From an optimization exercise on the open Yosys and OpenROAD flow, aimed at small area and a short achievable clock period; shortcuts taken in it are not production practice.
Only simulation tests tie the RTL to the original design; equivalence was not proved.
The flow treats the clock pin as an ideal source, which a real chip does not have.
Power and IR drop assume default switching activity.

## v50
// mult_core_fast
module mult_core_fast (
    input                iclk        ,
    input                irst        ,
    input        [71:0]  idata       ,
    input        [71:0]  idata_kernel,
    input                icalc_en    ,
    output logic [7:0]   odata       ,
    output logic         odata_valid
);
Size: about 320 flip-flops, ~160 I/O pins, ~25000 um2 of cells after synthesis.
export LEC_CHECK = 0
export CAP_MARGIN = 20
export CORE_MARGIN = 2
export CORE_UTILIZATION = 65
export SLEW_MARGIN = 20
export SYNTH_HIERARCHICAL = 1
create_clock -name core_clock -period 8.5 [get_ports {iclk}]
standard.sh (not shown) runs the stock make flow with config.mk's settings and CLKGATE_MAP_FILE= SYNTH_SCRIPT=/design/flow/synth_recipe.tcl, a recipe that flattens the netlist after the stock synthesis.
==> flow/flow/run.sh <==
#!/bin/bash
# Standard layout, except that the port buffers are plain buf_1 cells instead of
# the default delay buffers. Each tool's output goes to its own log in this folder.
set -euo pipefail
export BUFFER_PORTS_ARGS="-buffer_cell sky130_fd_sc_hd__buf_1"
bash standard.sh > orfs_make.log 2>&1
Input-level comparison between v22 and v50:
# v50
export LEC_CHECK = 0
export CAP_MARGIN = 20
export CORE_MARGIN = 2
export CORE_UTILIZATION = 65
export SLEW_MARGIN = 20
export SYNTH_HIERARCHICAL = 1
create_clock -name core_clock -period 8.5 [get_ports {iclk}]
# v22
export LEC_CHECK = 0
export CAP_MARGIN = 20
export CORE_MARGIN = 2
export CORE_UTILIZATION = 75
export CTS_BUF_LIST = sky130_fd_sc_hd__clkbuf_8
export CTS_CLUSTER_SIZE = 20
export SLEW_MARGIN = 20
export SYNTH_HIERARCHICAL = 1
create_clock -name core_clock -period 8.5 [get_ports {iclk}]
==> flow/run.sh (new file) <==
#!/bin/bash
# synth_recipe.tcl (not shown) runs the flow's synth.tcl, then flattens the netlist and writes it again
# the make line also repeats each setting of config.mk as NAME=value (left out here)
make -C /OpenROAD-flow-scripts/flow DESIGN_CONFIG=/design/flow/config.mk WORK_HOME=/design/flow/orfs CLKGATE_MAP_FILE= SYNTH_SCRIPT=/design/flow/synth_recipe.tcl finish
removed: flow/flow/run.sh
removed: flow/standard.sh
[summary]
In v22, the final clock period utilization by the worst path came out 1.1 points above the value in v50. The final routed wirelength across all metal layers of v22 is higher than that of v50. The core utilization in v22 sits 13 points above the value recorded for v50. v50 has higher count of non-filler cells in the finished layout than v22. v50 and v22 ended up with nearly the same worst hold slack across all endpoints. For the global-route usage, v22 came in 5.9 points higher than v50 did. Comparing design area for v50 and v22, the bigger number came from v22. Summary of the comparison: pin count of the biggest net entering global routing is lower in v22, relative to v50. [v22 vs v50] clock insertion delay at the later pin of the skew report: higher in v22. Of v50 and v22, v22 shows the lower placed cell count, with v50 above it. For core footprint, dividing the value from v22 by the value from v50 gives 0.866.
#### Input delta (v49 over v22)
# v22
export LEC_CHECK = 0
export CAP_MARGIN = 20
export CORE_MARGIN = 2
export CORE_UTILIZATION = 75
export CTS_BUF_LIST = sky130_fd_sc_hd__clkbuf_8
export CTS_CLUSTER_SIZE = 20
export SLEW_MARGIN = 20
export SYNTH_HIERARCHICAL = 1
create_clock -name core_clock -period 8.5 [get_ports {iclk}]
# v49
export LEC_CHECK = 0
export CAP_MARGIN = 20
export CORE_MARGIN = 2
export CORE_UTILIZATION = 65
export SLEW_MARGIN = 20
export SYNTH_HIERARCHICAL = 1
create_clock -name core_clock -period 8.5 [get_ports {iclk}]
Findings:
Against v22 as the reference, v49 delivers a lower final core utilization. Row clock insertion delay at the later pin of the skew report: v49 lower / v22 higher. v49: proportion of total power due to net switching is 1.9 points lower than what v22 reported. Delta(maximum frequency, v49 - v22) > 0. The power of the combinational group number comes out higher for v22 vs v49. Reported for v49 and v22, area occupied by multi-input gates turned out identical to the last digit. Compared with v22, in v49 total power essentially unchanged, number of hold-slack violations in the final timing report essentially unchanged, post-layout instance area increased 180 um2, count of clock-buffer cells in the layout decreased about 24%, data arrival time at the worst-slack endpoint decreased 0.19 ns.
The inputs of v48 differ from those of v49 as listed below.
# v49
export LEC_CHECK = 0
export CAP_MARGIN = 20
export CORE_MARGIN = 2
export CORE_UTILIZATION = 65
export SLEW_MARGIN = 20
export SYNTH_HIERARCHICAL = 1
create_clock -name core_clock -period 8.5 [get_ports {iclk}]
# v48
export LEC_CHECK = 0
export CAP_MARGIN = 20
export CORE_MARGIN = 2
export CORE_UTILIZATION = 65
export SETUP_SLACK_MARGIN = 4.7
export SLEW_MARGIN = 20
export SYNTH_HIERARCHICAL = 1
create_clock -name core_clock -period 8.5 [get_ports {iclk}]
Results
- When v48 is measured against v49, its global-route wire length before repair turns out 790 um higher.
- Diff v49..v48 | hold buffer count at CTS | unchanged
- Higher combinational power among v49 and v48: v48

========
Another version of the RTL of mult_core_fast (not shown whole).
Size: about 2,500 cells after synthesis, roughly 370 flip-flops, about 0.026 mm2 of cells after synthesis.
export LEC_CHECK = 0
export CAP_MARGIN = 20
export CORE_MARGIN = 2
export CORE_UTILIZATION = 65
export CTS_CLUSTER_DIAMETER = 100
export CTS_CLUSTER_SIZE = 30
export SLEW_MARGIN = 20
export SYNTH_HIERARCHICAL = 1
create_clock -name core_clock -period 8.5 [get_ports {iclk}]
==> flow/flow/run.sh <==
#!/bin/bash
set -euo pipefail
export BUFFER_PORTS_ARGS="-buffer_cell sky130_fd_sc_hd__buf_1"
bash standard.sh cts > orfs_to_cts.log 2>&1
R=orfs/results/sky130hd/mult_core_fast/base
export SKEW_IN=$R/4_1_cts.odb
export SKEW_OUT=$R/4_1_cts.odb
export SKEW_CLASSES="rp_* sky130_fd_sc_hd__clkdlybuf4s50_1 sky130_fd_sc_hd__clkdlybuf4s50_1 sky130_fd_sc_hd__clkbuf_1 sky130_fd_sc_hd__clkbuf_1 ; rt3_* sky130_fd_sc_hd__clkdlybuf4s50_1 ; rs_* sky130_fd_sc_hd__clkbuf_1"
openroad -no_splash -exit flow/skew.tcl > skew.log 2>&1
cp $R/4_1_cts.odb $R/4_cts.odb
HOLD_SLACK_MARGIN=0.2 SETUP_SLACK_MARGIN=5.65 bash standard.sh > orfs_finish.log 2>&1
Other scripts of this flow, unchanged in this note and not shown: flow/flow/skew.tcl
==> next run, changes <==
==> flow/flow/run.sh (replaced) <==
#!/bin/bash
set -euo pipefail
export BUFFER_PORTS_ARGS="-buffer_cell sky130_fd_sc_hd__buf_1"
bash standard.sh cts > orfs_to_cts.log 2>&1
R=orfs/results/sky130hd/mult_core_fast/base
export SKEW_IN=$R/4_1_cts.odb
export SKEW_OUT=$R/4_1_cts.odb
export SKEW_CLASSES="rp_* sky130_fd_sc_hd__clkdlybuf4s50_1 sky130_fd_sc_hd__clkdlybuf4s50_1 sky130_fd_sc_hd__clkbuf_1 ; rt3_* sky130_fd_sc_hd__clkdlybuf4s50_1 ; rs_* sky130_fd_sc_hd__clkbuf_1"
openroad -no_splash -exit flow/skew.tcl > skew.log 2>&1
cp $R/4_1_cts.odb $R/4_cts.odb
HOLD_SLACK_MARGIN=0.1 SETUP_SLACK_MARGIN=5.65 bash standard.sh > orfs_finish.log 2>&1
Settings changed: CORE_UTILIZATION 65 to 80.
Effect:
- With this change the flow finished with hold timing left
- cell area went down by 3.6%
- power rises by 2.7%
- clock skew falls by 0.031 ns
==> next run, changes <==
Settings changed: CORE_UTILIZATION 80 to 75.
The new run finished with timing, DRC and antenna clean.
Worst setup slack is better by 0.64 ns.
Sequential cell count stays the same.
Hold slack is better by 0.068 ns.
Synthesized area does not change.
Cell area is about the same.
Clock power rises by about 3%.
Count of clock-buffer cells in the layout falls by 1.
Total power falls by 4.2%.
Die area rises by 6.5%.
Cell count rises by 1.4%.
==> next run, changes <==
==> flow/flow/run.sh (replaced) <==
#!/bin/bash
set -euo pipefail
export BUFFER_PORTS_ARGS="-buffer_cell sky130_fd_sc_hd__buf_1"
bash standard.sh cts > orfs_to_cts.log 2>&1
R=orfs/results/sky130hd/mult_core_fast/base
export SKEW_IN=$R/4_1_cts.odb
export SKEW_OUT=$R/4_1_cts.odb
export SKEW_CLASSES="rp_* sky130_fd_sc_hd__clkdlybuf4s50_1 sky130_fd_sc_hd__clkdlybuf4s50_1 sky130_fd_sc_hd__clkbuf_1 sky130_fd_sc_hd__clkbuf_1 ; rt3_* sky130_fd_sc_hd__clkdlybuf4s50_1 ; rs_* sky130_fd_sc_hd__clkbuf_1"
openroad -no_splash -exit flow/skew.tcl > skew.log 2>&1
cp $R/4_1_cts.odb $R/4_cts.odb
HOLD_SLACK_MARGIN=0.1 SETUP_SLACK_MARGIN=5.8 bash standard.sh > orfs_finish.log 2>&1
Settings changed: CORE_UTILIZATION 75 to 65.
What happened:
- Now the flow completed and failed the layout checks on hold timing
- global-route usage drops by 5.4 points
- setup slack gets better by 0.078 ns
- flip-flop and latch count is unchanged
- design area went up by 3.7%
==> next run, changes <==
==> flow/flow/run.sh (replaced) <==
#!/bin/bash
set -euo pipefail
export BUFFER_PORTS_ARGS="-buffer_cell sky130_fd_sc_hd__buf_1"
bash standard.sh cts > orfs_to_cts.log 2>&1
R=orfs/results/sky130hd/mult_core_fast/base
export SKEW_IN=$R/4_1_cts.odb
export SKEW_OUT=$R/4_1_cts.odb
export SKEW_CLASSES="rp_* sky130_fd_sc_hd__clkdlybuf4s50_1 sky130_fd_sc_hd__clkdlybuf4s50_1 sky130_fd_sc_hd__clkbuf_1 ; rt3_* sky130_fd_sc_hd__clkdlybuf4s50_1 ; rs_* sky130_fd_sc_hd__clkbuf_1"
openroad -no_splash -exit flow/skew.tcl > skew.log 2>&1
cp $R/4_1_cts.odb $R/4_cts.odb
HOLD_SLACK_MARGIN=0.1 SETUP_SLACK_MARGIN=5.65 bash standard.sh > orfs_finish.log 2>&1
Settings changed: CORE_UTILIZATION 65 to 72, CTS_CLUSTER_SIZE 30 to 25.
After rerunning: Now the flow finished with timing, DRC and antenna clean. Via count went up by 0.34%. Core utilization went up by 5.8 points. Routed wire length went up by 0.45%. Clock-buffer cell count went up by 4. Maximum frequency went down by 1.2%. Cell area went down by 3.4%. Sequential power barely changes. Synthesized area stays the same. Sequential share of layout area went up by 0.59 points.
==> next run, changes <==
--- a/flow/flow/run.sh
+++ b/flow/flow/run.sh
@@ -11 +11 @@
-HOLD_SLACK_MARGIN=0.1 SETUP_SLACK_MARGIN=5.65 bash standard.sh > orfs_finish.log 2>&1
+HOLD_SLACK_MARGIN=0.05 SETUP_SLACK_MARGIN=5.65 bash standard.sh > orfs_finish.log 2>&1
Settings changed: CORE_UTILIZATION 72 to 65, CTS_CLUSTER_SIZE 25 to 30.
Outcome: Now the flow completed and failed the layout checks on hold timing. Via count is lower by about 3.4%. Wire length came out lower by 4.5%. Die area is higher by 11%. First-iteration DRC count went up by 11%. Final cell count went up by 0.75%. Setup slack barely changes.

==> port drivers added, routing unchanged <==
How much do the figures lean on ideal ports? The routed layouts below were timed once more, with nothing changed but the port constraints. Step 1 (the two cells are an assumption about what drives the block):
set clk [get_ports {iclk}]
set_driving_cell -lib_cell sky130_fd_sc_hd__clkbuf_16 $clk
set_driving_cell -lib_cell sky130_fd_sc_hd__buf_2 [delete_from_list [all_inputs] $clk]
Step 2, shift: input delay + t, output delay - t, t = (earliest + latest rising clock arrival at the registers) / 2. This alone moves slack from input paths to output paths. Slacks: no drivers / after step 1 / after step 2; pairs: no drivers / after step 1.
run | t, ns | setup slack, ns | hold WS [ns] | worst setup path after step 2 | latest minus earliest clock arrival (ns) | worst data-port slew with drivers (ns) | cell pins on the clock port's net
v50 | 0.601 | 4.506 / 4.506 / 4.506 | 0.441 / 0.441 / 0.441 | register to register | 0.017 / 0.017 | 0.05 | 1
v22 | 0.678 | 4.408 / 4.408 / 4.408 | 0.441 / 0.441 / 0.441 | register to register | 0.022 / 0.022 | 0.04 | 1
v49 | 0.599 | 4.507 / 4.507 / 4.507 | 0.431 / 0.431 / 0.431 | register to register | 0.018 / 0.017 | 0.06 | 1
v48 | 0.601 | 4.660 / 4.660 / 4.660 | 0.430 / 0.430 / 0.430 | register to register | 0.020 / 0.020 | 0.06 | 1
the first run of note 2 | 1.255 | 5.710 / 5.651 / 5.720 | 0.115 / 0.115 / 0.115 | register to register | 1.414 / 1.414 | 0.04 | 1
the second run of note 2 | 1.232 | 5.033 / 5.033 / 5.033 | -0.063 / -0.063 / -0.063 | register to register | 1.385 / 1.385 | 0.06 | 1
the third run of note 2 | 1.215 | 5.669 / 5.669 / 5.669 | 0.005 / 0.005 / 0.005 | register to register | 1.321 / 1.320 | 0.04 | 1
the fourth run of note 2 | 1.276 | 5.748 / 5.731 / 5.727 | -0.051 / -0.051 / -0.051 | input to register | 1.457 / 1.457 | 0.04 | 1
the fifth run of note 2 | 1.197 | 5.713 / 5.692 / 5.713 | 0.049 / 0.049 / 0.049 | register to register | 1.313 / 1.312 | 0.04 | 1
the sixth run of note 2 | 1.192 | 5.715 / 5.656 / 5.723 | -0.013 / -0.013 / -0.013 | register to register | 1.294 / 1.294 | 0.04 | 1
Clock arrivals are far apart in 6 of these runs, so t is only a midpoint there and step 2 fits no single register. For the fourth run of note 2, which loses most, drivers alone change the setup slack by -0.017 ns; drivers and shift together by -0.021 ns.
